This design comes from an exercise in tuning for small area, a short achievable clock period and few clock cycles on the open sky130 flow, not from production work.
Where RTL was checked, it was by simulation tests only, not by an equivalence proof against the original.
Function not checked in runs 2 to 8: the RTL went through the layout flow alone.
Power and IR drop assume default switching activity.

==> flow/run.sh <==
#!/bin/bash
# synth_recipe.tcl (not shown) runs the flow's synth.tcl, then flattens the netlist and writes it again
# the make line also repeats each setting of config.mk as NAME=value (left out here)
make -C /OpenROAD-flow-scripts/flow DESIGN_CONFIG=/design/flow/config.mk WORK_HOME=/design/flow/orfs CLKGATE_MAP_FILE= SYNTH_SCRIPT=/design/flow/synth_recipe.tcl finish
==> flow/constraint.sdc <==
create_clock -name core_clock -period 6.5 [get_ports {clk}]
set_input_delay 1.3000 -clock core_clock [delete_from_list [all_inputs] [get_ports {clk}]]
set_output_delay 1.3000 -clock core_clock [all_outputs]
set_load 0.01 [all_outputs]
==> flow/design.v <==
module axi_stream_insert_header #(
parameter DATA_WD = 128,
parameter DATA_BYTE_WD = DATA_WD / 8,
parameter BYTE_CNT_WD = $clog2(DATA_BYTE_WD)
) (
input wire clk,
input wire rst_n,
input wire valid_in,
input wire [DATA_WD-1 : 0] data_in,
input wire [DATA_BYTE_WD-1 : 0] keep_in,
input wire last_in,
output wire ready_in,
output wire valid_out,
output wire [DATA_WD-1 : 0] data_out,
output wire [DATA_BYTE_WD-1 : 0] keep_out,
output wire last_out,
input wire ready_out,
input wire valid_insert,
input wire [DATA_WD-1 : 0] data_insert,
input wire [DATA_BYTE_WD-1 : 0] keep_insert,
input wire [BYTE_CNT_WD-1 : 0] byte_insert_cnt,
output wire ready_insert
);
localparam CW = BYTE_CNT_WD + 1;
localparam [1:0] S_IDLE   = 2'd0;
localparam [1:0] S_STREAM = 2'd1;
localparam [1:0] S_TAIL   = 2'd2;
reg [1:0] state;
reg [DATA_WD-1 : 0] carry;
reg [CW-1 : 0] hcnt;
reg [CW-1 : 0] tail_cnt;
reg valid_out_r;
reg [DATA_WD-1 : 0] data_out_r;
reg [DATA_BYTE_WD-1 : 0] keep_out_r;
reg last_out_r;
wire out_free = !valid_out_r || ready_out;
assign ready_insert = (state == S_IDLE);
assign ready_in = (state == S_STREAM) && out_free;
assign valid_out = valid_out_r;
assign data_out = data_out_r;
assign keep_out = keep_out_r;
assign last_out = last_out_r;
wire [CW-1 : 0] hdr_len = (byte_insert_cnt == 0) ? DATA_BYTE_WD : {1'b0, byte_insert_cnt};
reg [CW-1 : 0] keep_cnt;
integer i;
always @(*) begin
    keep_cnt = 0;
    for (i = 0; i < DATA_BYTE_WD; i = i + 1)
        keep_cnt = keep_cnt + keep_in[i];
end
wire [2*DATA_WD-1 : 0] joined = {carry, (state == S_TAIL) ? {DATA_WD{1'b0}} : data_in};
wire [2*DATA_WD-1 : 0] shifted = joined >> (8 * hcnt);
wire [CW : 0] total = hcnt + keep_cnt;
wire fits = (total <= DATA_BYTE_WD);
function [DATA_BYTE_WD-1 : 0] top_mask;
    input [CW-1 : 0] n;
    integer j;
    begin
        for (j = 0; j < DATA_BYTE_WD; j = j + 1)
            top_mask[j] = (j >= DATA_BYTE_WD - n);
    end
endfunction
always @(posedge clk or negedge rst_n) begin
    if (!rst_n) begin
        state <= S_IDLE;
        valid_out_r <= 1'b0;
    end else begin
        if (valid_out_r && ready_out)
            valid_out_r <= 1'b0;
        case (state)
        S_IDLE: begin
            if (valid_insert)
                state <= S_STREAM;
        end
        S_STREAM: begin
            if (valid_in && out_free) begin
                valid_out_r <= 1'b1;
                if (last_in)
                    state <= fits ? S_IDLE : S_TAIL;
            end
        end
        S_TAIL: begin
            if (out_free) begin
                valid_out_r <= 1'b1;
                state <= S_IDLE;
            end
        end
        default: state <= S_IDLE;
        endcase
    end
end
always @(posedge clk) begin
    case (state)
    S_IDLE: begin
        if (valid_insert) begin
            carry <= data_insert;
            hcnt <= hdr_len;
        end
    end
    S_STREAM: begin
        if (valid_in && out_free) begin
            carry <= data_in;
            data_out_r <= shifted[DATA_WD-1 : 0];
            if (last_in && fits) begin
                keep_out_r <= top_mask(total[CW-1 : 0]);
                last_out_r <= 1'b1;
            end else begin
                keep_out_r <= {DATA_BYTE_WD{1'b1}};
                last_out_r <= 1'b0;
            end
            tail_cnt <= total - DATA_BYTE_WD;
        end
    end
    S_TAIL: begin
        if (out_free) begin
            data_out_r <= shifted[DATA_WD-1 : 0];
            keep_out_r <= top_mask(tail_cnt);
            last_out_r <= 1'b1;
        end
    end
    default: ;
    endcase
end
endmodule
==> flow/config.mk <==
export PLATFORM = sky130hd
export DESIGN_NAME = axi_stream_insert_header
export DESIGN_NICKNAME = axi_stream_insert_header
export VERILOG_FILES = /design/flow/design.v
export SDC_FILE = /design/flow/constraint.sdc
export NUM_CORES = 4
export LEC_CHECK = 0
export CAP_MARGIN = 20
export CORE_MARGIN = 2
export CORE_UTILIZATION = 40
export SLEW_MARGIN = 20
==> impl_metrics.yaml, run 1 <==
final_layout:
  drive_gt1_frac: 0.152
  design_area_mm2: 0.0287
  area_growth_pct: 26.0
  nNetsFinal: 2858
  final_common_cell: "clkdlybuf4s50_1"
  mostFrequentLayoutCells: "clkdlybuf4s50_1 (429), edfxtp_1 (283), mux2i_1 (221), nor2_1 (208), nand2_1 (208)"
  fill_cells: 5075
global_routing:
  grt_pass1_wl_mm: 136
  grt_usage: 0.312
  grt_pass1_vias: 19300
  use_met1: 0.489
  use_met3: 0.0862
  grt_max_degree: 169
  grtUsageMet2: 0.419
  overflow: 0
  top_usage_layer: "met1"
  antenna_found_initial: 11
timing:
  relSlewSlack: 0.183
  fin_crit_sh: 0.910
  skew_ns: 0.0193
  slew_viol_final: 0
  setup_viol: 0
  rsz0062_at_grt: "false"
  finalHoldViolCount: 0
  fin_crit_ns: 5.91
  max_freq_ghz: 0.169
  worst_pin_slew_ns: 1.22
setup_path:
  cp.arrival_ns: 6.19
  cp-endpoint: "keep_out_r[13]"
  crit_type: "input port to register"
  r2r-end: "keep_out_r[13]"
  endpoint_kind: "register"
  worstPathRequired_ns: 6.78
  startpoint: "keep_in[5]"
  worstPathMaxFanout: 4
  max_stage_delay_ns: 0.58
  path_cells: "clkdlybuf4s50_1 -> inv_1 -> fa_1 -> fa_1 -> fa_1 -> fa_1 -> inv_1 -> fa_1 -> inv_1 -> fa_1 -> nand2b_1 -> a2111oi_0 -> nor3_1 -> o2bb2ai_1 -> a221oi_1 -> buf_4 -> and2b_1 -> a31oi_1"
  crit_slowest_cell: "fa_1"
  reg2reg_depth: 16
  path_delay_family: "adder cells"
  critical_path_buf_inv_count: 5
  worst_setup_path_start_kind: "input port"
  r2r-start: "hcnt[0]"
  reg2reg_slack_ns: 1.92
  cp.depth: 18
  cpMostUsedCell: "fa_1"
power_and_ir_drop:
  leakage_nw: 10.5
  power_mw: 14.1
  pwr_density_cell_mw_per_mm2: 491
  ir_drop_mv: 0.355
worst_hold_path:
  whs_path_depth: 2
  hold_class: "register to register"
routing:
  vias: 20400
  wl_mm: 94.5
  wl_per_cell_um: 28.6
  firstDrtPassIters: 7
  via_per_inst: 6.15
  route.detailed.drc: 0
  drtIter0Drc: 2667
  drtAntennaViolNets: 0
clock_network:
  cts_sinks: 286
  postCtsHoldBufs: 0
  clock_path_buffers: 3
  clockRootBuffer: "clkbuf_16"
  htreeDepth: 2
  cts-resized-gates: 0
  cts_buffers: 36
  post_cts_buffers: 0
  cts_tree: "built"
  clk_latency_ns: 0.57
  clk_pin_slew_ns: 0.06
die:
  die_x_um: 243
  core_area_mm2: 0.0563
  die-area_mm2: 0.0588
  start_util: 0.405
  die_h_um: 243
  num_rows: 87
  top_level_ports: 446
logic_synthesis:
  ys_ff_latch: 286
  async_flop_share: 0.0105
  synth_edf_count: 283
  synth_area_mm2: 0.0228
  avgSynthCellArea_um2: 10.3
  netlist_top_cells_area: "edfxtp_1 (37%), mux2i_1 (9.7%), mux2_2 (9.2%)"
  synth_fp_nets: 2547
  ys.flop_type: "edfxtp_1"
  synth_top_area_cell: "edfxtp_1"
  synth.distinct_cells: 71
  ys_warn_count: 1
  seq_area_frac_synth: 0.377
  yosysTopAreaCellShare: 0.373
  netlist_instances: 2216
place:
  gp_congestion: 1.01
  dp_hpwl_mm: 72.1
  placed_area_mm2: 0.0275
  io_buffers: 429
outcome:
  status: "timing/DRC/antenna clean"
job:
  cap_violations: 0
how the worst min path moves through the flow:
stage / from / endpoint / slack, ns
after floorplan: state[1] / state[1] / 0.47
after global placement: state[1] / state[1] / 0.54
after detailed placement: state[1] / state[1] / 0.55
after CTS: state[1] / state[1] / 0.57
after global routing: valid_out_r / valid_out_r / 0.59
final: state[1] / state[1] / 0.58
final cells by class:
| type | instances | area (µm²) | share of cell area |
|---|---|---|---|
| clock inverter | 20 | 208 | 0.00724 |
| sequential | 286 | 8570 | 0.299 |
| timing repair buffer | 476 | 4720 | 0.165 |
| antenna | 1 | 2.50 | 0.0000872 |
| clock buffer | 44 | 952 | 0.0332 |
| multi-input combinational | 1679 | 13100 | 0.457 |
| inverter | 48 | 183 | 0.00637 |
| tap | 756 | 946 | 0.0330 |
kinds of logic (layout without fill, tap and decap cells):
family / count (synthesis) / after routing / synth area share
xor+xnor: 7 / 7 / 0.00352
flops: 286 / 286 / 0.377
simple gates: 552 / 552 / 0.103
fa+ha+maj: 33 / 33 / 0.0221
compound gates: 590 / 590 / 0.167
buf+inv: 251 / 588 / 0.0500
other cells: 0 / 1 / 0
mux: 497 / 497 / 0.277
where the power goes:
part / switching, mW / internal, mW
sequential: 0.702 / 3.27
combinational: 4.79 / 3.31
clock: 0.823 / 1.20
tightest hold or removal path, cell delays in order (launching register included):
cell	delay [ns]
dfrtp_1	0.41
nand2_1	0.07
o21ai_0	0.06
Yosys cell counts (all sizes together), types with 13 or more instances:
cell    number
edfxtp     283
mux2i      221
nand2      210
nor2       209
mux2       188
a21oi      158
o21ai      141
clkbuf     104
buf         99
mux4        88
a211oi      59
o22ai       55
nor3        50
inv         48
nor2b       22
ha          21
a211o       19
nand3       17
o211ai      17
o21a        17
a221oi      16
o221ai      15
o22a        13
state kept, by name, summed over array words and instances (netlist names):
register	cells
carry	128
keep_out_r	16
last_out_r	1
data_out_r	128
tail_cnt	5
valid_out_r	1
hcnt	5
state	2
stage by stage:
step	util	setup WS (ns)	std cells	hold slack, ns	setup TNS (ns)
2_1_floorplan	-	0.390	2216	0.474	0
3_3_place_gp	0.489	-0.0103	3245	0.539	-0.0103
3_5_place_dp	0.489	0.0312	3245	0.554	0
4_1_cts	0.510	0.605	3309	0.568	0
5_1_grt	0.510	0.423	3309	0.594	0
6_report	0.510	0.586	3310	0.576	0
layer usage:
| metal | part of all wire | up-vias |
|---|---|---|
| met2 | 0.40 | 1198 |
| met4 | 0.023 | 6 |
| met5 | 0.00047 | - |
| li1 | - | 9092 |
| met3 | 0.11 | 125 |
| met1 | 0.47 | 9945 |
Testbench counts, summed over its fixed seeds: cycles 19,282.
==> inputs of run 2 (changes only) <==
==> flow/design.v (replaced) <==
module axi_stream_insert_header #(
parameter DATA_WD = 128,
parameter DATA_BYTE_WD = DATA_WD / 8,
parameter BYTE_CNT_WD = $clog2(DATA_BYTE_WD)
) (
input wire clk,
input wire rst_n,
input wire valid_in,
input wire [DATA_WD-1 : 0] data_in,
input wire [DATA_BYTE_WD-1 : 0] keep_in,
input wire last_in,
output wire ready_in,
output wire valid_out,
output wire [DATA_WD-1 : 0] data_out,
output wire [DATA_BYTE_WD-1 : 0] keep_out,
output wire last_out,
input wire ready_out,
input wire valid_insert,
input wire [DATA_WD-1 : 0] data_insert,
input wire [DATA_BYTE_WD-1 : 0] keep_insert,
input wire [BYTE_CNT_WD-1 : 0] byte_insert_cnt,
output wire ready_insert
);
localparam NB = DATA_BYTE_WD;
localparam CW = BYTE_CNT_WD;
localparam [1:0] S_HDR  = 2'd0;    
localparam [1:0] S_DATA = 2'd1;    
localparam [1:0] S_TAIL = 2'd2;    
reg [1:0] state;
reg [DATA_WD-1 : 0] carry;
reg [CW-1 : 0] hm1;                  
reg [NB-1 : 0] hmask;                
reg [CW-1 : 0] tail_m;               
reg valid_out_r;
reg [DATA_WD-1 : 0] data_out_r;
reg [CW-1 : 0] keep_m_r;             
reg last_out_r;
wire out_free = !valid_out_r || ready_out;
wire fits = ~|(keep_in & hmask);
wire beat_go = (state == S_DATA) && valid_in && out_free;
wire tail_go = (state == S_TAIL) && out_free;
wire pkt_end = tail_go || (beat_go && last_in && fits);
assign ready_in = (state == S_DATA) && out_free;
assign ready_insert = (state == S_HDR) || pkt_end;
wire hdr_go = valid_insert && ready_insert;
assign valid_out = valid_out_r;
assign data_out = data_out_r;
assign last_out = last_out_r;
genvar g;
generate
    for (g = 0; g < NB; g = g + 1) begin : g_keep
        assign keep_out[g] = (g + keep_m_r >= NB - 1);
    end
endgenerate
wire [2*DATA_WD-9 : 0] joined = {carry, data_in[DATA_WD-1 : 8]};
wire [DATA_WD-1 : 0] window = joined >> (8 * hm1);
reg [CW-1 : 0] lowz;
integer i;
always @(*) begin
    lowz = 0;
    for (i = 0; i < NB - 1; i = i + 1)
        if (!keep_in[i])
            lowz = i + 1;
end
wire [CW-1 : 0] end_m = hm1 - lowz;
always @(posedge clk or negedge rst_n) begin
    if (!rst_n) begin
        state <= S_HDR;
        valid_out_r <= 1'b0;
    end else begin
        if (out_free)
            valid_out_r <= beat_go || tail_go;
        if (hdr_go)
            state <= S_DATA;
        else if (pkt_end)
            state <= S_HDR;
        else if (beat_go && last_in)
            state <= S_TAIL;
    end
end
always @(posedge clk) begin
    if (hdr_go) begin
        carry <= data_insert;
        hm1 <= byte_insert_cnt - 1'b1;
        hmask <= keep_insert;
    end else if (beat_go) begin
        carry <= data_in;
    end
    if (beat_go) begin
        data_out_r <= window;
        tail_m <= end_m;
        if (last_in && fits) begin
            keep_m_r <= end_m;
            last_out_r <= 1'b1;
        end else begin
            keep_m_r <= {CW{1'b1}};
            last_out_r <= 1'b0;
        end
    end else if (tail_go) begin
        data_out_r <= window;
        keep_m_r <= tail_m;
        last_out_r <= 1'b1;
    end
end
endmodule
==> impl_metrics.yaml, run 2 <==
final_layout:
  fill_cells: 4380
  mostFrequentLayoutCells: "clkdlybuf4s50_1 (445), nand2_1 (322), edfxtp_1 (285), mux2i_1 (219), nor2_1 (119)"
  design_area_mm2: 0.0263
  area_growth_pct: 29.7
  drive_gt1_frac: 0.168
  final_common_cell: "clkdlybuf4s50_1"
  top_regs: "carry: 128 flops, data_out_r: 128 flops, hmask: 16 flops"
  seqCellArea_mm2: 0.00863
  num_antenna_cells: 0
  multi_input_area_mm2: 0.0110
  fin_util: 0.525
  fin_cells: 2831
  nNetsFinal: 2458
logic_synthesis:
  ys_warn_count: 1
  avgSynthCellArea_um2: 11.4
  synth_common_cells: "nand2_1 (322), edfxtp_1 (285), mux2i_1 (219), nor2_1 (120), mux2_4 (98)"
  async_flop_share: 0.0104
  synth.distinct_cells: 49
  yosysTopAreaCellShare: 0.422
  synth_top_area_cell: "edfxtp_1"
  synth_fp_nets: 2101
  netlist_instances: 1780
  seq_area_frac_synth: 0.425
  synth_most_common_cell: "nand2_1"
  netlist_top_cells_area: "edfxtp_1 (42%), mux2i_1 (11%), mux4_2 (11%)"
  ys_ff_latch: 288
  ys.flop_type: "edfxtp_1"
  synth_area_mm2: 0.0203
  synth_edf_count: 285
clock_network:
  clockRootBuffer: "clkbuf_16"
  clock_path_buffers: 3
  cts_buffers: 36
  postCtsHoldBufs: 0
  cts_sinks: 288
  clk_latency_ns: 0.56
  post_cts_buffers: 0
  cts-resized-gates: 0
  clk_pin_slew_ns: 0.05
  cts_tree: "built"
  htreeDepth: 2
setup_path:
  crit_type: "input port to output port"
  cp.arrival_ns: 3.74
  reg2reg_slack_ns: 3.05
  worstPathMaxFanout: 7
  endpoint_kind: "output port"
  worst_setup_path_start_kind: "input port"
  worstPathRequired_ns: 5.20
timing:
  finalHoldViolCount: 0
  hold_ws_ns: 0.559
  rsz0062_at_grt: "false"
  setup_viol: 0
  slew_viol_final: 0
  fin_crit_sh: 0.776
  max_freq_ghz: 0.198
  tns_ns: 0
  skew_ns: 0.0233
  worst_slack_ns: 1.46
  worst_pin_slew_ns: 1.17
  fin_crit_ns: 5.04
  relSlewSlack: 0.217
outcome:
  status: "timing/DRC/antenna clean"
power_and_ir_drop:
  leakage_nw: 10.3
  pwr_density_cell_mw_per_mm2: 371
  ir_drop_mv: 0.297
  power_mw: 9.77
global_routing:
  grt_max_degree: 219
  antenna_found_initial: 9
  grt_usage: 0.270
  grt_pass1_vias: 15200
  grt_pass1_wl_mm: 105
  overflow: 0
die:
  die_h_um: 229
  start_util: 0.405
  top_level_ports: 446
  num_rows: 82
  die_x_um: 229
  core_area_mm2: 0.0502
  die-area_mm2: 0.0526
place:
  gp_congestion: 0.938
  dpl.cell_count: 2771
  io_buffers: 445
  dp_hpwl_mm: 56.4
  placed_area_mm2: 0.0252
  pre_cts_slack_ns: 1.45
routing:
  drtAntennaViolNets: 0
  wl_per_cell_um: 25.7
  route.detailed.drc: 0
  wl_mm: 72.7
  drtIter0Drc: 1810
  firstDrtPassIters: 5
  via_per_inst: 5.68
  vias: 16100
job:
  cap_violations: 0
worst_hold_path:
  hold_class: "register to register"
==> run 2: critical path: stages <==
cell	delay [ns]
clkdlybuf4s50_1	0.45
nor2b_1	0.12
or4b_4	0.59
or4_1	0.63
nand2b_1	0.12
clkdlybuf4s50_1	0.54
==> run 2: path summary, 6_finish.rpt <==
kind	depth (start not counted)	startpoint	endpoint
worst max register to register	6	hm1[0]	data_out_r[63]
worst min-delay path	1	tail_m[2]	keep_m_r[2]
min in group asynchronous	1	rst_n	state[1]
worst max-delay path	6	ready_out	ready_insert
max in group asynchronous	1	rst_n	state[0]
worst min register to register	1	tail_m[2]	keep_m_r[2]
==> run 2: final cells by class <==
cell class / count / share of cell area
clock inverter: 17 / 0.00661
multi-input combinational: 1330 / 0.417
tap: 672 / 0.0319
inverter: 22 / 0.00333
clock buffer: 43 / 0.0360
timing repair buffer: 459 / 0.177
sequential: 288 / 0.328
==> run 2: cell families after synthesis <==
logic type / after synthesis / synth area share
AO/OA/AOI/OAI: 263 / 0.0744
XOR/XNOR: 13 / 0.00561
adder cells (fa/ha/maj): 23 / 0.0145
buffers and inverters: 162 / 0.0358
flip-flops: 288 / 0.425
multiplexers: 507 / 0.339
AND/OR/NAND/NOR: 524 / 0.106
==> run 2: where the power goes <==
group          leakage, nW  switching (mW)  internal [mW]
logic                 6.99            2.40           2.02
registers             2.72           0.425           2.97
clock network        0.547           0.798           1.16
total                 10.3            3.62           6.15
==> run 2: layer usage <==
metal / share of wire / wire length [µm] / GRT usage
met1: 0.47 / 34100 / 0.403
met2: 0.42 / 30800 / 0.388
met3: 0.081 / 5860 / 0.0677
met4: 0.026 / 1900 / 0.0728
met5: 0.00081 / 59 / 0
==> inputs of run 3 (changes only) <==
--- a/flow/config.mk
+++ b/flow/config.mk
@@ -10,2 +10,3 @@
 export CORE_UTILIZATION = 40
+export SETUP_SLACK_MARGIN = 3.5
 export SLEW_MARGIN = 20
==> impl_metrics.yaml, run 3 <==
final_layout:
  area_growth_pct: 35.2
  fill_cells: 4291
  nNetsFinal: 2521
  final_common_cell: "clkdlybuf4s50_1"
  drive_gt1_frac: 0.237
  mostFrequentLayoutCells: "clkdlybuf4s50_1 (408), nand2_1 (316), edfxtp_1 (285), mux2i_1 (219), nor2_1 (118)"
  multi_input_area_mm2: 0.0115
  fin_util: 0.547
  seqCellArea_mm2: 0.00863
  top_regs: "carry: 128 flops, data_out_r: 128 flops, hmask: 16 flops"
  design_area_mm2: 0.0275
global_routing:
  grt_max_degree: 218
  use_met1: 0.408
  antenna_found_initial: 15
  grt_pass1_vias: 15900
  overflow: 0
  grt_usage: 0.281
  grt_pass1_wl_mm: 109
  grtUsageMet2: 0.427
  use_met3: 0.0618
  top_usage_layer: "met2"
setup_path:
  crit_type: "input port to output port"
  startpoint: "ready_out"
  cp.arrival_ns: 2.59
  worstPathMaxFanout: 2
  worst_setup_path_start_kind: "input port"
  r2r-start: "valid_out_r"
  r2r-end: "carry[36]"
  endpoint_kind: "output port"
  reg2reg_depth: 7
  worstPathRequired_ns: 5.20
  reg2reg_slack_ns: 3.47
  cp-endpoint: "ready_insert"
clock_network:
  cts_sinks: 288
  postCtsHoldBufs: 0
  htreeDepth: 2
  clk_latency_ns: 0.56
  cts_buffers: 36
  clockRootBuffer: "clkbuf_16"
  clock_path_buffers: 3
  cts_tree: "built"
  clk_pin_slew_ns: 0.05
logic_synthesis:
  seq_area_frac_synth: 0.425
  netlist_top_cells_area: "edfxtp_1 (42%), mux2i_1 (11%), mux4_2 (11%)"
  netlist_instances: 1780
  yosysTopAreaCellShare: 0.422
  ys_warn_count: 1
  synth_fp_nets: 2101
  avgSynthCellArea_um2: 11.4
  synth.distinct_cells: 49
  ys_ff_latch: 288
  synth_area_mm2: 0.0203
  synth_most_common_cell: "nand2_1"
  synth_top_area_cell: "edfxtp_1"
  ys.flop_type: "edfxtp_1"
  async_flop_share: 0.0104
  synth_common_cells: "nand2_1 (322), edfxtp_1 (285), mux2i_1 (219), nor2_1 (120), mux2_4 (98)"
  synth_edf_count: 285
power_and_ir_drop:
  ir_drop_mv: 0.224
  pwr_density_cell_mw_per_mm2: 377
  leakage_nw: 10.8
timing:
  skew_ns: 0.0217
  finalHoldViolCount: 0
  worst_pin_slew_ns: 1.03
  hold_ws_ns: 0.569
  setup_viol: 0
  fin_crit_sh: 0.599
  tns_ns: 0
  worst_slack_ns: 2.61
  rsz0062_at_grt: "true"
  max_freq_ghz: 0.257
  slew_viol_final: 0
  relSlewSlack: 0.316
  fin_crit_ns: 3.89
routing:
  route.detailed.drc: 0
  via_per_inst: 5.69
  wl_per_cell_um: 26.3
  vias: 16500
  drtIter0Drc: 1701
  wl_mm: 76.4
  firstDrtPassIters: 5
  drtAntennaViolNets: 0
die:
  die_h_um: 229
  die_x_um: 229
  start_util: 0.405
  die-area_mm2: 0.0526
  top_level_ports: 446
  core_area_mm2: 0.0502
  num_rows: 82
place:
  pre_cts_slack_ns: 1.66
  dp_hpwl_mm: 57.5
  gp_congestion: 0.946
  io_buffers: 445
  placed_area_mm2: 0.0252
job:
  cap_violations: 0
worst_hold_path:
  hold_class: "register to register"
outcome:
  status: "timing/DRC/antenna clean"
[run 3: kinds of logic (layout without fill, tap and decap cells)]
logic type / count (synthesis) / count (layout) / share of synthesized area
other: 0 / 4 / 0
flip-flops: 288 / 288 / 0.425
buffers and inverters: 162 / 609 / 0.0358
adder cells (fa/ha/maj): 23 / 23 / 0.0145
multiplexers: 507 / 507 / 0.339
XOR/XNOR: 13 / 13 / 0.00561
AO/OA/AOI/OAI: 263 / 263 / 0.0744
AND/OR/NAND/NOR: 524 / 524 / 0.106
[run 3: per-stage QoR]
| step | std cells | power [mW] |
|---|---|---|
| 2_1_floorplan | 1780 | 5.89 |
| 3_3_place_gp | 2774 | 7.76 |
| 3_5_place_dp | 2774 | 7.81 |
| 4_1_cts | 2882 | 10.1 |
| 5_1_grt | 2901 | 10.8 |
| 6_report | 2903 | 10.4 |
[run 3: what timing repair did]
action	in CTS	in global routing
setup buffers	41	17
resized for setup	208	71
gates cloned	2	0
endpoints found under the setup margin	313	236
pin swaps	37	38
[run 3: worst min path at each step]
stage,start,endpoint,slack (ns),cells after the start
6_report,tail_m[3],keep_m_r[3],0.57,1
5_1_grt,tail_m[2],keep_m_r[2],0.60,1
4_1_cts,tail_m[3],keep_m_r[3],0.57,1
3_5_place_dp,tail_m[3],keep_m_r[3],0.55,1
3_3_place_gp,tail_m[3],keep_m_r[3],0.54,1
2_1_floorplan,tail_m[2],keep_m_r[2],0.53,1
[run 3: power by group]
group | total, mW | switching (mW) | internal (mW)
Combinational | 4.92 | 2.64 | 2.28
Clock | 2.07 | 0.831 | 1.24
Sequential | 3.37 | 0.403 | 2.96
Total | 10.4 | 3.88 | 6.48
[run 3: critical path, cell delays in order]
cell	delay [ns]
buf_6	0.07
nor2b_4	0.03
or4b_4	0.54
or4_4	0.46
nand2b_4	0.09
buf_6	0.10
[run 3: final cells by class]
cell class                      instances  share of cell area
Antenna cell                            4            0.000365
Clock buffer                           39              0.0340
Clock inverter                         26             0.00980
Inverter                               22             0.00387
Multi-Input combinational cell       1330               0.418
Sequential cell                       288               0.314
Tap cell                              672              0.0306
Timing Repair Buffer                  521               0.189
Timing Repair inverter                  1            0.000273
[run 3: metal layers]
layer	routed length, µm	vias up
met4	2040	6
met5	46	-
li1	-	7510
met1	34100	8143
met2	33800	735
met3	6360	116
==> inputs of run 4 (changes only) <==
--- a/flow/design.v
+++ b/flow/design.v
@@ -33,25 +33,13 @@
 reg [CW-1 : 0] tail_m;               
-reg valid_out_r;
-reg [DATA_WD-1 : 0] data_out_r;
-reg [CW-1 : 0] keep_m_r;             
-reg last_out_r;
-wire out_free = !valid_out_r || ready_out;
+wire beat_go = (state == S_DATA) && valid_in && ready_out;
+wire tail_go = (state == S_TAIL) && ready_out;
 wire fits = ~|(keep_in & hmask);
-wire beat_go = (state == S_DATA) && valid_in && out_free;
-wire tail_go = (state == S_TAIL) && out_free;
 wire pkt_end = tail_go || (beat_go && last_in && fits);
-assign ready_in = (state == S_DATA) && out_free;
+assign ready_in = (state == S_DATA) && ready_out;
 assign ready_insert = (state == S_HDR) || pkt_end;
 wire hdr_go = valid_insert && ready_insert;
-assign valid_out = valid_out_r;
-assign data_out = data_out_r;
-assign last_out = last_out_r;
-genvar g;
-generate
-    for (g = 0; g < NB; g = g + 1) begin : g_keep
-        assign keep_out[g] = (g + keep_m_r >= NB - 1);
-    end
-endgenerate
 wire [2*DATA_WD-9 : 0] joined = {carry, data_in[DATA_WD-1 : 8]};
-wire [DATA_WD-1 : 0] window = joined >> (8 * hm1);
+assign data_out = joined >> (8 * hm1);
+assign valid_out = ((state == S_DATA) && valid_in) || (state == S_TAIL);
+assign last_out = (state == S_TAIL) || (last_in && fits);
 reg [CW-1 : 0] lowz;
@@ -65,2 +53,9 @@
 wire [CW-1 : 0] end_m = hm1 - lowz;
+wire [CW-1 : 0] keep_m = (state == S_TAIL) ? tail_m : (last_in && fits) ? end_m : {CW{1'b1}};
+genvar g;
+generate
+    for (g = 0; g < NB; g = g + 1) begin : g_keep
+        assign keep_out[g] = (g + keep_m >= NB - 1);
+    end
+endgenerate
 always @(posedge clk or negedge rst_n) begin
@@ -68,6 +63,3 @@
         state <= S_HDR;
-        valid_out_r <= 1'b0;
     end else begin
-        if (out_free)
-            valid_out_r <= beat_go || tail_go;
         if (hdr_go)
@@ -88,17 +80,4 @@
     end
-    if (beat_go) begin
-        data_out_r <= window;
+    if (beat_go)
         tail_m <= end_m;
-        if (last_in && fits) begin
-            keep_m_r <= end_m;
-            last_out_r <= 1'b1;
-        end else begin
-            keep_m_r <= {CW{1'b1}};
-            last_out_r <= 1'b0;
-        end
-    end else if (tail_go) begin
-        data_out_r <= window;
-        keep_m_r <= tail_m;
-        last_out_r <= 1'b1;
-    end
 end
--- a/flow/config.mk
+++ b/flow/config.mk
@@ -10,3 +10,2 @@
 export CORE_UTILIZATION = 40
-export SETUP_SLACK_MARGIN = 3.5
 export SLEW_MARGIN = 20
==> impl_metrics.yaml, run 4 <==
routing:
  wl_per_cell_um: 21.9
  firstDrtPassIters: 5
  vias: 14000
  drtAntennaViolNets: 0
  wl_met2_mm: 26.7
  drtIter0Drc: 758
  dr_wl_met3_mm: 3.86
  via_per_inst: 5.67
  wl_mm: 54.0
  route.detailed.drc: 0
  top_layer_used: "met5"
  drt-met1-wl_mm: 21.8
final_layout:
  top_regs: "carry: 128 flops, hmask: 16 flops"
  final_common_cell: "clkdlybuf4s50_1"
  mostFrequentLayoutCells: "clkdlybuf4s50_1 (436), nand2_1 (244), mux2i_1 (181), edfxtp_1 (152), a21oi_1 (130)"
  area_growth_pct: 35.8
  fin_cells: 2461
  top_register: "carry"
  nNetsFinal: 2244
  drive_gt1_frac: 0.134
  largest_register_ffs: 128
setup_path:
  reg2reg_slack_ns: 3.22
  r2r-start: "hmask[5]"
  endpoint_kind: "output port"
  reg2reg_depth: 7
  path_cells: "clkdlybuf4s50_1 -> o21ai_0 -> a21boi_0 -> o21ai_0 -> a21boi_1 -> o21ai_1 -> a31o_2 -> ha_1 -> inv_1 -> fa_1 -> or2_2 -> o22a_1 -> ha_1 -> a21oi_1 -> or4_1 -> o211ai_1 -> clkbuf_2"
  r2r-end: "carry[69]"
  cp.depth: 17
  max_stage_delay_ns: 0.49
  critical_path_buf_inv_count: 3
  worstPathMaxFanout: 2
  crit_type: "input port to output port"
  worst_setup_path_start_kind: "input port"
  path_delay_family: "compound AO/OA/AOI/OAI gates"
  cp.arrival_ns: 5.00
  worstPathRequired_ns: 5.20
  crit_slowest_cell: "clkdlybuf4s50_1"
worst_hold_path:
  hold_class: "register to register"
  whs_endpoint: "state[0]"
  hold_start: "state[0]"
  whs_path_depth: 2
outcome:
  status: "timing/DRC/antenna clean"
global_routing:
  overflow: 0
  grt_max_degree: 209
  antenna_found_initial: 10
  grt_pass1_wl_mm: 80.5
  grt_usage: 0.266
  grt_pass1_vias: 13600
logic_synthesis:
  yosysTopAreaCellShare: 0.297
  synth.distinct_cells: 54
  synth_edf_count: 152
  avgSynthCellArea_um2: 9.78
  synth_area_mm2: 0.0153
  async_flop_share: 0.0130
  synth_common_cells: "nand2_1 (245), mux2i_1 (181), edfxtp_1 (152), a21oi_1 (130), nor2_1 (113)"
  synth_fp_nets: 1881
  ys.flop_type: "edfxtp_1"
  ys_ff_latch: 154
  ys_warn_count: 1
  netlist_instances: 1570
  netlist_top_cells_area: "edfxtp_1 (30%), mux4_2 (15%), mux2i_1 (12%)"
  synth_most_common_cell: "nand2_1"
  seq_area_frac_synth: 0.301
  synth_top_area_cell: "edfxtp_1"
power_and_ir_drop:
  leakage_nw: 7.86
  ir_drop_mv: 0.204
  power_mw: 6.52
  pwr_density_cell_mw_per_mm2: 313
die:
  die_h_um: 200
  core_area_mm2: 0.0378
  die-area_mm2: 0.0400
  start_util: 0.407
  num_rows: 71
  top_level_ports: 446
  die_x_um: 200
clock_network:
  clock_path_buffers: 2
  post_cts_buffers: 0
  cts_buffers: 17
  clk_pin_slew_ns: 0.07
  cts_sinks: 154
  cts_tree: "built"
  postCtsHoldBufs: 0
  clk_latency_ns: 0.46
  clockRootBuffer: "clkbuf_16"
  htreeDepth: 4
timing:
  rsz0062_at_grt: "false"
  worst_pin_slew_ns: 0.974
  fin_crit_sh: 0.970
  setup_viol: 0
  skew_ns: 0.0120
  finalHoldViolCount: 0
  fin_crit_ns: 6.30
  slew_viol_final: 0
  relSlewSlack: 0.351
  max_freq_ghz: 0.159
place:
  dp_hpwl_mm: 40.5
  io_buffers: 445
  dpl.cell_count: 2425
  gp_congestion: 0.871
job:
  cap_violations: 0
-- run 4: stage by stage --
| step | util | TNS (ns) | area, µm² | worst slack, ns | hold slack, ns |
|---|---|---|---|---|---|
| 5_1_grt | 0.552 | 0 | 20800 | 0.00655 | 0.616 |
| 3_3_place_gp | 0.537 | -0.433 | 20300 | -0.190 | 0.577 |
| 3_5_place_dp | 0.537 | -0.624 | 20300 | -0.235 | 0.588 |
| 4_1_cts | 0.552 | 0 | 20800 | 0.0145 | 0.603 |
| 6_report | 0.552 | 0 | 20800 | 0.195 | 0.597 |
| 2_1_floorplan | - | 0 | 15300 | 0.767 | 0.521 |
-- run 4: how the worst max path moves through the flow --
stage                     from            to  slack (ns)
floorplan           keep_in[1]   keep_out[1]        0.77
global placement    keep_in[2]   keep_out[5]       -0.19
detailed placement  keep_in[0]   keep_out[5]       -0.23
CTS                 keep_in[1]   keep_out[2]        0.01
global route        keep_in[1]  keep_out[15]       0.007
finish              keep_in[0]   keep_out[5]        0.20
-- run 4: kinds of logic (layout without fill, tap and decap cells) --
logic type               count (synthesis)  in the layout  synth area share
AO/OA/AOI/OAI                          327            327             0.125
flip-flops                             154            154             0.301
other                                    0              5                 0
adder cells (fa/ha/maj)                 13             13            0.0111
XOR/XNOR                                 6              6           0.00342
buffers and inverters                  170            545            0.0436
AND/OR/NAND/NOR                        441            441             0.120
multiplexers                           459            459             0.396
-- run 4: metal layers --
| metal | up-vias | global-route usage |
|---|---|---|
| met3 | 79 | 0.0618 |
| met5 | - | 0 |
| met1 | 6723 | 0.336 |
| li1 | 6632 | - |
| met2 | 510 | 0.448 |
| met4 | 10 | 0.0938 |
-- run 4: what timing repair did --
action,in CTS,in global routing
gates resized for setup,8,9
endpoints found under the setup margin,8,10
hold endpoints to repair,0,0
-- run 4: report_power, final --
| part | switching (mW) | total (mW) | internal, mW |
|---|---|---|---|
| logic | 1.98 | 3.86 | 1.87 |
| clock network | 0.438 | 1.04 | 0.598 |
| registers | 0.169 | 1.63 | 1.46 |
-- run 4: area by class of cell --
class | instances | area (µm²)
Antenna cell | 5 | 12.5
Clock buffer | 18 | 429
Clock inverter | 13 | 151
Fill cell | 3354 | 16900
Inverter | 31 | 124
Multi-Input combinational cell | 1246 | 10100
Sequential cell | 154 | 4610
Tap cell | 511 | 639
Timing Repair Buffer | 483 | 4790
-- run 4: worst min-delay path: stages (launching register included) --
cell and delay (ns):
dfrtp_1 0.44, nand2_1 0.07, nand2_1 0.06
==> inputs of run 5 (changes only) <==
--- a/flow/config.mk
+++ b/flow/config.mk
@@ -10,2 +10,3 @@
 export CORE_UTILIZATION = 40
+export SETUP_SLACK_MARGIN = 2.5
 export SLEW_MARGIN = 20
==> impl_metrics.yaml, run 5 <==
outcome:
  status: "timing/DRC/antenna clean"
setup_path:
  path_cells: "buf_6 -> o21ai_2 -> a21boi_2 -> o21ai_2 -> a21boi_2 -> o21ai_1 -> a31o_2 -> ha_4 -> inv_2 -> fa_2 -> xor2_2 -> or3_4 -> o21ai_4 -> buf_6 -> inv_8 -> or4_4 -> o211ai_1 -> buf_2"
  critical_path_buf_inv_count: 5
  reg2reg_depth: 11
  r2r-start: "hmask[5]"
  endpoint_kind: "output port"
  path_delay_family: "compound AO/OA/AOI/OAI gates"
  reg2reg_slack_ns: 3.14
  crit_type: "input port to output port"
  worstPathRequired_ns: 5.20
  r2r-end: "carry[4]"
  worst_setup_path_start_kind: "input port"
  max_stage_delay_ns: 0.53
  cp.arrival_ns: 4.44
  crit_slowest_cell: "or4_4"
  worstPathMaxFanout: 4
job:
  cap_violations: 0
global_routing:
  use_met1: 0.407
  overflow: 0
  grt_usage: 0.305
  antenna_found_initial: 10
  grt_pass1_wl_mm: 91.3
  grt_max_degree: 209
  grtUsageMet2: 0.492
  top_usage_layer: "met2"
  grt_pass1_vias: 14700
  use_met3: 0.0783
logic_synthesis:
  netlist_instances: 1570
  synth_fp_nets: 1881
  netlist_top_cells_area: "edfxtp_1 (30%), mux4_2 (15%), mux2i_1 (12%)"
  synth_edf_count: 152
  synth_common_cells: "nand2_1 (245), mux2i_1 (181), edfxtp_1 (152), a21oi_1 (130), nor2_1 (113)"
  ys_ff_latch: 154
  avgSynthCellArea_um2: 9.78
  ys.flop_type: "edfxtp_1"
  synth.distinct_cells: 54
  synth_top_area_cell: "edfxtp_1"
  ys_warn_count: 1
  async_flop_share: 0.0130
  seq_area_frac_synth: 0.301
  synth_most_common_cell: "nand2_1"
  yosysTopAreaCellShare: 0.297
  synth_area_mm2: 0.0153
clock_network:
  clock_path_buffers: 2
  cts_sinks: 154
  cts_buffers: 17
  clk_pin_slew_ns: 0.07
  htreeDepth: 4
  postCtsHoldBufs: 0
  clk_latency_ns: 0.46
  cts_tree: "built"
  clockRootBuffer: "clkbuf_16"
final_layout:
  area_growth_pct: 45.7
  final_common_cell: "nand2_1"
  top_regs: "carry: 128 flops, hmask: 16 flops"
  design_area_mm2: 0.0224
  largest_register_ffs: 128
  top_register: "carry"
  drive_gt1_frac: 0.317
  fin_util: 0.592
  nNetsFinal: 2317
  mostFrequentLayoutCells: "nand2_1 (236), clkdlybuf4s50_1 (187), edfxtp_1 (152), mux2i_1 (149), a21oi_1 (102)"
place:
  io_buffers: 445
  gp_congestion: 0.870
  placed_area_mm2: 0.0203
  dp_hpwl_mm: 40.8
routing:
  wl_per_cell_um: 25.4
  via_per_inst: 6.00
  drtIter0Drc: 1361
  wl_mm: 64.3
  drtAntennaViolNets: 0
  vias: 15200
  firstDrtPassIters: 6
  route.detailed.drc: 0
timing:
  rsz0062_at_grt: "true"
  hold_ws_ns: 0.642
  relSlewSlack: 0.107
  max_freq_ghz: 0.174
  skew_ns: 0.0136
  fin_crit_sh: 0.882
  setup_viol: 0
  finalHoldViolCount: 0
  fin_crit_ns: 5.74
  worst_pin_slew_ns: 1.33
  tns_ns: 0
  slew_viol_final: 0
worst_hold_path:
  whs_path_depth: 2
  hold_start: "state[0]"
  whs_endpoint: "state[0]"
  hold_class: "register to register"
die:
  die_h_um: 200
  die-area_mm2: 0.0400
  start_util: 0.407
  core_area_mm2: 0.0378
  top_level_ports: 446
  num_rows: 71
  die_x_um: 200
power_and_ir_drop:
  leakage_nw: 8.99
  ir_drop_mv: 0.231
  pwr_density_cell_mw_per_mm2: 311
-- run 5: per-stage QoR --
stage / std cells / setup WS, ns / total power [mW]
final: 2534 / 0.764 / 6.95
after global routing: 2532 / 0.655 / 7.28
after CTS: 2497 / 0.762 / 6.74
after detailed placement: 2410 / -0.203 / 5.50
after global placement: 2410 / -0.0818 / 5.48
after floorplan: 1570 / 1.13 / 3.88
-- run 5: worst reg2reg max path: stages, from the launching register on --
cell and delay [ns]:
edfxtp_1 0.36, a222oi_1 0.41, nand4_1 0.21, buf_4 0.18, buf_4 0.13, buf_6 0.11
o31a_1 0.32, o22ai_4 0.15, buf_4 0.21, nand2_8 0.23, buf_12 0.34, mux2_1 0.44
-- run 5: cell type report --
cell class / instances / area [µm²]
clock inverter: 10 / 92.6
timing repair inverter: 1 / 8.76
clock buffer: 22 / 474
inverter: 31 / 169
timing repair buffer: 554 / 5480
fill: 3248 / 15400
multi-input combinational: 1247 / 10900
sequential: 154 / 4610
tap: 511 / 639
antenna: 4 / 10.0
-- run 5: where the power goes --
part,internal [mW],total (mW),leakage (nW),switching (mW)
clock network,0.557,1.01,0.269,0.457
logic,2.00,4.29,7.28,2.29
registers,1.46,1.65,1.44,0.187
total,4.02,6.95,8.99,2.93
-- run 5: worst max path at each step --
stage / slack, ns / cells after the start / to / startpoint
floorplan: 1.13 / 18 / keep_out[1] / keep_in[1]
global placement: -0.08 / 19 / keep_out[5] / keep_in[1]
detailed placement: -0.20 / 19 / keep_out[5] / keep_in[1]
CTS: 0.76 / 18 / keep_out[5] / keep_in[0]
global route: 0.65 / 18 / keep_out[5] / keep_in[0]
finish: 0.76 / 18 / keep_out[5] / keep_in[0]
-- run 5: logic make-up (layout without fill, tap and decap cells) --
| kind of cell | count (synthesis) | in the layout | synth area share |
|---|---|---|---|
| fa+ha+maj | 13 | 13 | 0.0111 |
| buf+inv | 170 | 618 | 0.0436 |
| mux | 459 | 459 | 0.396 |
| xor+xnor | 6 | 6 | 0.00342 |
| other cells | 0 | 4 | 0 |
| flops | 154 | 154 | 0.301 |
| simple gates | 441 | 441 | 0.120 |
| compound gates | 327 | 328 | 0.125 |
-- run 5: routing by layer --
metal  routed length, µm  share of wire  up-vias
met5                  62        0.00096        -
met4                1660          0.026       10
met3                6330          0.098      113
met2               30000           0.47      896
met1               26200           0.41     7377
li1                    -              -     6801
-- run 5: timing repair --
action / 4_1_cts / 5_1_grt
setup endpoints to repair: 338 / 318
cloned: 14 / 8
pin swaps: 46 / 30
resized for setup: 716 / 263
buffers inserted: 41 / 25
==> inputs of run 6 (changes only) <==
==> flow/flow/run.sh (new file) <==
#!/bin/bash
# Standard layout, with plain buf_1 cells as the port buffers.
cp standard.sh standard_sh.txt
export BUFFER_PORTS_ARGS="-buffer_cell sky130_fd_sc_hd__buf_1"
bash standard.sh > standard.log 2>&1
==> flow/standard.sh (new file) <==
#!/bin/bash
# synth_recipe.tcl (not shown) runs the flow's synth.tcl, then flattens the netlist and writes it again
# the make line also repeats each setting of config.mk as NAME=value (left out here)
make -C /OpenROAD-flow-scripts/flow DESIGN_CONFIG=/design/flow/config.mk WORK_HOME=/design/flow/orfs CLKGATE_MAP_FILE= SYNTH_SCRIPT=/design/flow/synth_recipe.tcl "${@:-finish}"
--- a/flow/config.mk
+++ b/flow/config.mk
@@ -10,3 +10,2 @@
 export CORE_UTILIZATION = 40
-export SETUP_SLACK_MARGIN = 2.5
 export SLEW_MARGIN = 20
removed: flow/run.sh
==> impl_metrics.yaml, run 6 <==
clock_network:
  clockRootBuffer: "clkbuf_16"
  cts_sinks: 154
  cts_tree: "built"
  cts_buffers: 17
  cts-resized-gates: 0
  clk_pin_slew_ns: 0.06
  htreeDepth: 4
  postCtsHoldBufs: 0
  clock_path_buffers: 2
  clk_latency_ns: 0.46
  post_cts_buffers: 0
logic_synthesis:
  netlist_top_cells_area: "edfxtp_1 (30%), mux4_2 (15%), mux2i_1 (12%)"
  synth.distinct_cells: 54
  netlist_instances: 1570
  seq_area_frac_synth: 0.301
  avgSynthCellArea_um2: 9.78
  ys.flop_type: "edfxtp_1"
  synth_area_mm2: 0.0153
  synth_common_cells: "nand2_1 (245), mux2i_1 (181), edfxtp_1 (152), a21oi_1 (130), nor2_1 (113)"
  synth_top_area_cell: "edfxtp_1"
  synth_edf_count: 152
  synth_fp_nets: 1881
  ys_warn_count: 1
  async_flop_share: 0.0130
  yosysTopAreaCellShare: 0.297
  ys_ff_latch: 154
  synth_most_common_cell: "nand2_1"
power_and_ir_drop:
  p_sw_frac: 0.424
  p_seq_frac: 0.273
  leakage_nw: 6.54
  p_switching_mw: 2.53
  pwr_density_cell_mw_per_mm2: 333
  ir_drop_mv: 0.191
  power.internal_mw: 3.44
  clock_power_share: 0.186
  power_mw: 5.96
  power_frac_comb: 0.541
worst_hold_path:
  whs_endpoint: "state[0]"
  whs_path_depth: 2
  hold_start: "state[0]"
  hold_class: "register to register"
routing:
  wl_per_cell_um: 20.4
  vias: 13800
  drtIter0Drc: 932
  firstDrtPassIters: 8
  via_per_inst: 5.66
  drtAntennaViolNets: 0
  route.detailed.drc: 0
  wl_mm: 49.7
setup_path:
  crit_type: "input port to output port"
  reg2reg_depth: 8
  worst_setup_path_start_kind: "input port"
  reg2reg_slack_ns: 2.88
  worstPathMaxFanout: 6
  r2r-end: "carry[62]"
  cp.arrival_ns: 4.82
  endpoint_kind: "output port"
  r2r-start: "hmask[6]"
  worstPathRequired_ns: 5.20
timing:
  setup_viol: 0
  tns_ns: 0
  fin_crit_ns: 6.12
  worst_slack_ns: 0.385
  worst_pin_slew_ns: 1.10
  max_freq_ghz: 0.164
  slew_viol_final: 0
  fin_crit_sh: 0.941
  finalHoldViolCount: 0
  relSlewSlack: 0.269
  skew_ns: 0.0111
  rsz0062_at_grt: "false"
die:
  start_util: 0.407
  num_rows: 71
  die_h_um: 200
  core_area_mm2: 0.0378
  top_level_ports: 446
  die_x_um: 200
  die-area_mm2: 0.0400
final_layout:
  area_growth_pct: 16.7
  nNetsFinal: 2220
  final_common_cell: "buf_1"
  drive_gt1_frac: 0.122
  fill_cells: 3692
  mostFrequentLayoutCells: "buf_1 (445), nand2_1 (244), mux2i_1 (181), edfxtp_1 (152), a21oi_1 (130)"
  largest_register_ffs: 128
  top_regs: "carry: 128 flops, hmask: 16 flops"
  top_register: "carry"
job:
  cap_violations: 0
global_routing:
  grt_pass1_vias: 13200
  grt_usage: 0.245
  antenna_found_initial: 5
  grt_pass1_wl_mm: 75.0
  grt_max_degree: 209
  overflow: 0
place:
  pre_cts_slack_ns: 0.382
  io_buffers: 445
  dp_hpwl_mm: 36.9
  gp_congestion: 0.894
outcome:
  status: "timing/DRC/antenna clean"
run 6: cell counts after synthesis:
No cell type changed its count.
run 6: kinds of logic (layout without fill, tap and decap cells):
family | Yosys count | after routing | share of synthesized area
AND/OR/NAND/NOR | 441 | 441 | 0.120
multiplexers | 459 | 459 | 0.396
AO/OA/AOI/OAI | 327 | 327 | 0.125
adder cells (fa/ha/maj) | 13 | 13 | 0.0111
XOR/XNOR | 6 | 6 | 0.00342
buffers and inverters | 170 | 520 | 0.0436
flip-flops | 154 | 154 | 0.301
other | 0 | 3 | 0
run 6: worst max path at each step:
stage                     startpoint  cells past startpoint           to  slack (ns)
final                     keep_in[1]                     18  keep_out[5]        0.38
after global routing      keep_in[2]                     17  keep_out[5]        0.11
after CTS                 keep_in[1]                     18  keep_out[5]        0.37
after detailed placement  keep_in[1]                     18  keep_out[5]        0.38
after global placement    keep_in[1]                     18  keep_out[5]        0.46
after floorplan           keep_in[1]                     18  keep_out[1]        0.77
run 6: critical path, stage by stage:
cell	delay (ns)
buf_1	0.11
inv_1	0.06
o21ai_0	0.08
a21boi_0	0.17
o21ai_0	0.09
a21boi_0	0.17
o21ai_0	0.10
a31o_2	0.26
ha_1	0.18
inv_1	0.09
fa_1	0.43
or2_2	0.30
o22a_1	0.27
ha_1	0.34
a21oi_1	0.13
or4_1	0.49
o211ai_1	0.09
buf_1	0.17
run 6: routing by layer:
layer | routed length (µm) | GRT usage
met1 | 21000 | 0.320
met2 | 24500 | 0.410
met3 | 3320 | 0.0558
met4 | 788 | 0.0639
met5 | 41 | 0
run 6: final cells by class:
cell class | count | area [µm²] | area share
antenna | 3 | 7.51 | 0.000419
clock buffer | 19 | 433 | 0.0242
clock inverter | 11 | 195 | 0.0109
inverter | 31 | 124 | 0.00691
multi-input combinational | 1246 | 10100 | 0.563
sequential | 154 | 4610 | 0.258
tap | 511 | 639 | 0.0357
timing repair buffer | 459 | 1830 | 0.102
run 6: power by group through the flow:
stage | Combinational [mW] | Clock [mW] | Sequential, mW
final | 3.22 | 1.11 | 1.63
after global routing | 3.52 | 1.17 | 1.66
after CTS | 3.23 | 1.13 | 1.63
after detailed placement | 3.20 | 0 | 1.65
after global placement | 3.18 | 0 | 1.64
after floorplan | 2.28 | 0 | 1.59
run 6: through the flow:
stage          cells  utilization  hold slack, ns  area, µm²
3_3_place_gp    2401        0.458           0.562      17300
3_5_place_dp    2401        0.458           0.561      17300
6_report        2434        0.475           0.573      17900
5_1_grt         2431        0.474           0.600      17900
2_1_floorplan   1570            -           0.521      15300
4_1_cts         2431        0.474           0.575      17900
==> inputs of run 7 (changes only) <==
--- a/flow/design.v
+++ b/flow/design.v
@@ -31,3 +31,2 @@
 reg [CW-1 : 0] hm1;                  
-reg [NB-1 : 0] hmask;                
 reg [CW-1 : 0] tail_m;               
@@ -35,3 +34,5 @@
 wire tail_go = (state == S_TAIL) && ready_out;
-wire fits = ~|(keep_in & hmask);
+wire [2*NB-1 : 0] kjoined = {{NB{1'b1}}, keep_in};
+wire [NB : 0] kwindow = kjoined >> hm1;
+wire fits = !kwindow[0];
 wire pkt_end = tail_go || (beat_go && last_in && fits);
@@ -52,4 +53,2 @@
 end
-wire [CW-1 : 0] end_m = hm1 - lowz;
-wire [CW-1 : 0] keep_m = (state == S_TAIL) ? tail_m : (last_in && fits) ? end_m : {CW{1'b1}};
 genvar g;
@@ -57,3 +56,3 @@
     for (g = 0; g < NB; g = g + 1) begin : g_keep
-        assign keep_out[g] = (g + keep_m >= NB - 1);
+        assign keep_out[g] = (state == S_TAIL) ? (g + tail_m >= NB - 1) : kwindow[g + 1];
     end
@@ -72,2 +71,3 @@
 end
+wire [CW-1 : 0] end_m = hm1 - lowz;
 always @(posedge clk) begin
@@ -76,3 +76,2 @@
         hm1 <= byte_insert_cnt - 1'b1;
-        hmask <= keep_insert;
     end else if (beat_go) begin
--- a/flow/config.mk
+++ b/flow/config.mk
@@ -10,2 +10,3 @@
 export CORE_UTILIZATION = 40
+export SETUP_SLACK_MARGIN = 2.5
 export SLEW_MARGIN = 20
==> impl_metrics.yaml, run 7 <==
logic_synthesis:
  synth_top_family_by_area: "multiplexers"
  synth_fp_nets: 2118
  synth_most_common_cell: "nand2_1"
  ys_warn_count: 1
  synth_edf_count: 136
  yosys.area_share.simple: 0.145
  synth.distinct_cells: 47
  async_flop_share: 0.0145
  synth_fa_ha_area_frac: 0.0183
  synth_xor_area_frac: 0.00705
  netlist_instances: 1797
  seq_area_frac_synth: 0.256
  yosysTopAreaCellShare: 0.253
  synth_top_area_cell: "edfxtp_1"
  synth-compound-area-share: 0.124
  synth_area_mm2: 0.0161
  ys.flop_type: "edfxtp_1"
  synth.area.mux_share: 0.398
  ys_ff_latch: 138
  synth_common_cells: "nand2_1 (376), mux2i_1 (287), edfxtp_1 (136), nor2_1 (124), o21ai_0 (111)"
  netlist_top_cells_area: "edfxtp_1 (25%), mux2i_1 (18%), mux2_4 (9.2%)"
  avgSynthCellArea_um2: 8.99
power_and_ir_drop:
  pwr_density_cell_mw_per_mm2: 314
  leakage_nw: 8.05
  ir_drop_mv: 0.189
routing:
  via_per_inst: 6.09
  drtAntennaViolNets: 0
  firstDrtPassIters: 6
  drtIter0Drc: 2325
  vias: 16300
  route.detailed.drc: 0
  wl_per_cell_um: 27.2
  wl_mm: 72.6
global_routing:
  grt_max_degree: 217
  grt_pass1_wl_mm: 98.3
  grt_pass1_vias: 14400
  antenna_found_initial: 7
  overflow: 0
  grt_usage: 0.321
die:
  core_area_mm2: 0.0398
  start_util: 0.405
  die-area_mm2: 0.0420
  die_h_um: 205
  die_x_um: 205
  top_level_ports: 446
  num_rows: 73
place:
  dp_hpwl_mm: 49.6
  io_buffers: 429
  gp_congestion: 0.933
timing:
  tns_ns: 0
  fin_crit_ns: 4.05
  max_freq_ghz: 0.247
  relSlewSlack: 0.373
  finalHoldViolCount: 0
  worst_pin_slew_ns: 0.941
  hold_ws_ns: 0.565
  slew_viol_final: 0
  skew_ns: 0.0104
  fin_crit_sh: 0.624
  setup_viol: 0
  rsz0062_at_grt: "true"
final_layout:
  area_growth_pct: 21.4
  mostFrequentLayoutCells: "buf_1 (382), nand2_1 (376), mux2i_1 (244), edfxtp_1 (136), nor2_1 (123)"
  nNetsFinal: 2448
  multi_input_area_mm2: 0.0116
  largest_register_ffs: 128
  fin_util: 0.492
  final_common_cell: "buf_1"
  top_regs: "carry: 128 flops, hm1: 4 flops, tail_m: 4 flops"
  fill_cells: 3895
  drive_gt1_frac: 0.200
  top_register: "carry"
  seqCellArea_mm2: 0.00413
clock_network:
  clock_path_buffers: 2
  clk_latency_ns: 0.46
  htreeDepth: 4
  clockRootBuffer: "clkbuf_16"
  clk_pin_slew_ns: 0.06
  cts_tree: "built"
  cts_buffers: 17
  cts_sinks: 138
worst_hold_path:
  hold_class: "register to register"
setup_path:
  cp.arrival_ns: 2.75
  cpMostUsedCell: "buf_1"
  worstPathRequired_ns: 5.20
  max_stage_delay_ns: 0.40
  crit_slowest_cell: "o21ai_0"
  crit_type: "input port to output port"
  path_delay_family: "compound AO/OA/AOI/OAI gates"
  worst_setup_path_start_kind: "input port"
  endpoint_kind: "output port"
  path_cells: "buf_1 -> mux2i_1 -> a211oi_1 -> a31oi_1 -> o21ai_0 -> buf_1"
  worstPathMaxFanout: 3
  critical_path_buf_inv_count: 2
job:
  cap_violations: 0
outcome:
  status: "timing/DRC/antenna clean"
run 7: changes by cell type after synthesis, moves of 11 or more:
| cell | delta |
|---|---|
| nor2_1 | +11 |
| nand3_1 | +11 |
| mux2_1 | -98 |
| mux2_4 | +99 |
| mux4_2 | -44 |
| mux2i_1 | +106 |
| nor2b_1 | -20 |
| a211oi_1 | -14 |
| o21ai_0 | +22 |
| a31oi_1 | +39 |
| edfxtp_1 | -16 |
| buf_6 | +12 |
| nand2_1 | +131 |
| a21oi_1 | -25 |
run 7: layer usage:
metal	GRT usage	wire length, µm
met1	0.510	32800
met2	0.405	28100
met3	0.0899	9480
met4	0.102	2100
met5	0	11
run 7: worst register-to-register path, delay by kind of cell, from the launching register on:
family                 cells  cell delay, ns
muxes                      1            0.52
buffers and inverters      4            1.00
DFF                        1            0.44
AOI/OAI and AO/OA          4            1.15
and+or+nand+nor            1            0.21
run 7: path summary, 6_finish.rpt:
| check | start | to | slack, ns | cells past startpoint |
|---|---|---|---|---|
| max reg2reg | hm1[1] | carry[67] | 2.91 | 10 |
| min in group asynchronous | rst_n | state[1] | 0.62 | 1 |
| min reg2reg | state[0] | state[0] | 0.57 | 2 |
| max in group asynchronous | rst_n | state[0] | 5.74 | 1 |
| max | data_in[52] | data_out[36] | 2.45 | 6 |
| min | state[0] | state[0] | 0.57 | 2 |
run 7: cell families after synthesis:
group / after synthesis
and+or+nand+nor: 579
muxes: 513
AOI/OAI and AO/OA: 346
buffers and inverters: 185
DFF: 138
adders and majority gates: 23
xor gates and xnor gates: 13
run 7: per-stage QoR:
| stage | cell area, µm² | worst slack, ns | power, mW | instances |
|---|---|---|---|---|
| 2_1_floorplan | 16200 | 2.58 | 3.70 | 1797 |
| 3_3_place_gp | 18000 | 2.15 | 4.77 | 2608 |
| 3_5_place_dp | 18000 | 2.14 | 4.79 | 2608 |
| 4_1_cts | 19000 | 2.41 | 5.91 | 2654 |
| 5_1_grt | 19600 | 2.40 | 6.41 | 2671 |
| 6_report | 19600 | 2.45 | 6.15 | 2671 |
run 7: area by class of cell:
cell class / count / area share
multi-input cells: 1474 / 0.591
clock inverters: 15 / 0.00670
repair buffers: 468 / 0.127
flip-flops and latches: 138 / 0.211
diodes: 6 / 0.000766
inverters: 26 / 0.00766
repair inverters: 2 / 0.000894
clock buffers: 17 / 0.0217
well taps: 525 / 0.0335
run 7: where the power goes:
| group | switching, mW | leakage [nW] | total, mW | internal (mW) |
|---|---|---|---|---|
| Clock | 0.469 | 0.267 | 0.969 | 0.500 |
| Sequential | 0.210 | 1.29 | 1.51 | 1.30 |
| Combinational | 2.24 | 6.49 | 3.67 | 1.43 |
run 7: timing repair:
action,CTS,global route
gates cloned,8,8
endpoints found under the setup margin,137,113
pin swaps,1,4
buffers inserted,6,3
hold buffers,0,0
gates resized for setup,66,124
==> inputs of run 8 (changes only) <==
--- a/flow/config.mk
+++ b/flow/config.mk
@@ -10,3 +10,3 @@
 export CORE_UTILIZATION = 40
-export SETUP_SLACK_MARGIN = 2.5
+export SETUP_SLACK_MARGIN = 3.0
 export SLEW_MARGIN = 20
==> impl_metrics.yaml, run 8 <==
outcome:
  status: "timing/DRC/antenna clean"
timing:
  skew_ns: 0.0155
  tns_ns: 0
  relSlewSlack: 0.302
  finalHoldViolCount: 0
  worst_pin_slew_ns: 1.05
  setup_viol: 0
  rsz0062_at_grt: "true"
  fin_crit_sh: 0.606
  max_freq_ghz: 0.254
  fin_crit_ns: 3.94
  slew_viol_final: 0
routing:
  drtIter0Drc: 1781
  wl_mm: 77.0
  drtAntennaViolNets: 0
  vias: 17200
  firstDrtPassIters: 6
  route.detailed.drc: 0
  wl_per_cell_um: 27.7
  via_per_inst: 6.18
global_routing:
  grt_max_degree: 193
  grt_pass1_vias: 16600
  grt_usage: 0.351
  grt_pass1_wl_mm: 108
  overflow: 0
  antenna_found_initial: 12
setup_path:
  startpoint: "data_in[93]"
  cpMostUsedCell: "mux2i_2"
  cp.arrival_ns: 2.64
  reg2reg_depth: 10
  critical_path_buf_inv_count: 2
  worst_setup_path_start_kind: "input port"
  endpoint_kind: "output port"
  cp-endpoint: "data_out[85]"
  reg2reg_slack_ns: 3.03
  worstPathRequired_ns: 5.20
  worstPathMaxFanout: 3
  max_stage_delay_ns: 0.27
  crit_type: "input port to output port"
  cp.depth: 7
  path_delay_family: "buffers and inverters"
  crit_slowest_cell: "a21oi_1"
  r2r-end: "carry[93]"
  path_cells: "buf_1 -> mux2i_2 -> mux2i_2 -> and2_1 -> a211oi_1 -> a21oi_1 -> buf_2"
  r2r-start: "hm1[0]"
place:
  gp_congestion: 0.903
  io_buffers: 429
  dp_hpwl_mm: 43.5
logic_synthesis:
  ys.flop_type: "edfxtp_1"
  yosys.area_share.simple: 0.145
  synth.distinct_cells: 47
  avgSynthCellArea_um2: 8.99
  synth_fp_nets: 2118
  synth_top_family_by_area: "multiplexers"
  synth-compound-area-share: 0.124
  synth_edf_count: 136
  synth_fa_ha_area_frac: 0.0183
  netlist_instances: 1797
  netlist_top_cells_area: "edfxtp_1 (25%), mux2i_1 (18%), mux2_4 (9.2%)"
  seq_area_frac_synth: 0.256
  synth_most_common_cell: "nand2_1"
  synth_common_cells: "nand2_1 (376), mux2i_1 (287), edfxtp_1 (136), nor2_1 (124), o21ai_0 (111)"
  synth_area_mm2: 0.0161
  synth.area.mux_share: 0.398
  ys_ff_latch: 138
  yosysTopAreaCellShare: 0.253
  ys_warn_count: 1
  synth_top_area_cell: "edfxtp_1"
  async_flop_share: 0.0145
  synth_xor_area_frac: 0.00705
clock_network:
  htreeDepth: 4
  cts_sinks: 138
  clk_pin_slew_ns: 0.07
  clock_path_buffers: 2
  postCtsHoldBufs: 0
  cts_buffers: 17
  clk_latency_ns: 0.47
  cts_tree: "built"
  clockRootBuffer: "clkbuf_16"
power_and_ir_drop:
  leakage_nw: 9.54
  pwr_density_cell_mw_per_mm2: 301
  ir_drop_mv: 0.182
die:
  num_rows: 73
  start_util: 0.405
  die-area_mm2: 0.0420
  die_h_um: 205
  top_level_ports: 446
  core_area_mm2: 0.0398
  die_x_um: 205
job:
  cap_violations: 0
worst_hold_path:
  whs_path_depth: 2
  hold_class: "register to register"
final_layout:
  drive_gt1_frac: 0.418
  nNetsFinal: 2554
  area_growth_pct: 45.1
  top_regs: "carry: 128 flops, hm1: 4 flops, tail_m: 4 flops"
  largest_register_ffs: 128
  top_register: "carry"
  final_common_cell: "nand2_1"
  mostFrequentLayoutCells: "nand2_1 (354), buf_1 (230), mux2i_1 (151), edfxtp_1 (136), buf_2 (128)"
  fin_util: 0.588
-- run 8: how the worst min path moves through the flow --
stage | startpoint | endpoint
6_report | state[0] | state[0]
5_1_grt | rst_n | state[1]
4_1_cts | rst_n | state[1]
3_5_place_dp | state[0] | state[0]
3_3_place_gp | state[0] | state[0]
2_1_floorplan | state[0] | state[0]
-- run 8: what timing repair did --
item	4_1_cts	5_1_grt
pin swaps	69	44
cloned	52	2
endpoints found under the setup margin	278	154
resized for setup	623	261
buffers inserted	63	19
-- run 8: layout make-up --
class | instances | area (µm²)
Multi-Input combinational cell | 1476 | 13200
Tap cell | 525 | 657
Clock buffer | 18 | 429
Inverter | 26 | 145
Sequential cell | 138 | 4130
Clock inverter | 14 | 146
Antenna cell | 11 | 27.5
Timing Repair inverter | 3 | 28.8
Timing Repair Buffer | 571 | 4680
Fill cell | 3412 | 16400
-- run 8: cell families (layout without fill, tap and decap cells) --
kind of cell,after synthesis,count (layout)
buffers and inverters,185,632
adder cells (fa/ha/maj),23,23
multiplexers,513,513
AO/OA/AOI/OAI,346,348
AND/OR/NAND/NOR,579,579
other,0,11
flip-flops,138,138
XOR/XNOR,13,13
-- run 8: per-stage QoR --
step | hold WS (ns) | cells | setup slack [ns] | cell area [µm²] | power, mW
final | 0.606 | 2782 | 2.56 | 23400 | 7.04
after floorplan | 0.492 | 1797 | 2.62 | 16200 | 3.72
after global routing | 0.619 | 2781 | 2.47 | 23400 | 7.32
after detailed placement | 0.537 | 2603 | 1.85 | 18000 | 4.65
after global placement | 0.520 | 2603 | 1.93 | 18000 | 4.62
after CTS | 0.599 | 2750 | 2.55 | 22400 | 6.63
-- run 8: metal layers --
layer,up-vias,GRT usage,routed length [µm]
li1,7508,-,-
met1,8280,0.428,28600
met2,1154,0.580,36300
met3,256,0.0711,7370
met4,2,0.197,4760
met5,-,0,13
-- run 8: worst register-to-register path, delay by kind of cell (launching register included) --
family	cells	cell delay [ns]
DFF	1	0.38
muxes	2	0.68
buffers and inverters	4	1.01
AOI/OAI and AO/OA	4	1.17
-- run 8: where the power goes --
group / total, mW / switching, mW / internal, mW
combinational: 4.52 / 2.48 / 2.04
sequential: 1.50 / 0.198 / 1.30
clock: 1.03 / 0.459 / 0.566

==> separate check: timing with driven ports <==
Ports are ideal in the flow. The routed layouts listed here were re-timed in OpenROAD.
Step 1: set_driving_cell puts a clkbuf_16 on clk and a buf_2 on each other input, an assumption about the parent block.
Step 2 times the ports against the registers' clock, not the clock port: input delays grow and output delays shrink by t, the midpoint of the rising clock arrivals with the driver on.
Slacks: ideal ports / drivers / drivers and shift; pairs: ideal ports / drivers.
| run | t, ns | setup slack, ns | hold WS [ns] | worst setup path after step 2 |
|---|---|---|---|---|
| run 1 | 0.619 | 0.586 / 0.618 / -0.001 | 0.576 / 0.576 / 0.576 | input to register |
| run 2 | 0.607 | 1.455 / 1.427 / 1.427 | 0.559 / 0.559 / 0.559 | input to output |
| run 3 | 0.609 | 2.607 / 2.569 / 2.498 | 0.569 / 0.569 / 0.569 | input to register |
| run 4 | 0.506 | 0.195 / 0.156 / 0.156 | 0.597 / 0.597 / 0.597 | input to output |
| run 5 | 0.504 | 0.764 / 0.716 / 0.715 | 0.642 / 0.642 / 0.642 | input to output |
| run 6 | 0.504 | 0.385 / 0.364 / 0.364 | 0.573 / 0.573 / 0.573 | input to output |
| run 7 | 0.514 | 2.446 / 2.372 / 2.372 | 0.565 / 0.565 / 0.565 | input to output |
| run 8 | 0.513 | 2.561 / 2.508 / 2.452 | 0.606 / 0.593 / 0.606 | input to register |
With both steps, setup timing fails in run 1, where it was met with ideal ports. The setup slack of run 1, which loses most, moves by +0.032 ns with the drivers and by -0.587 ns with both steps.
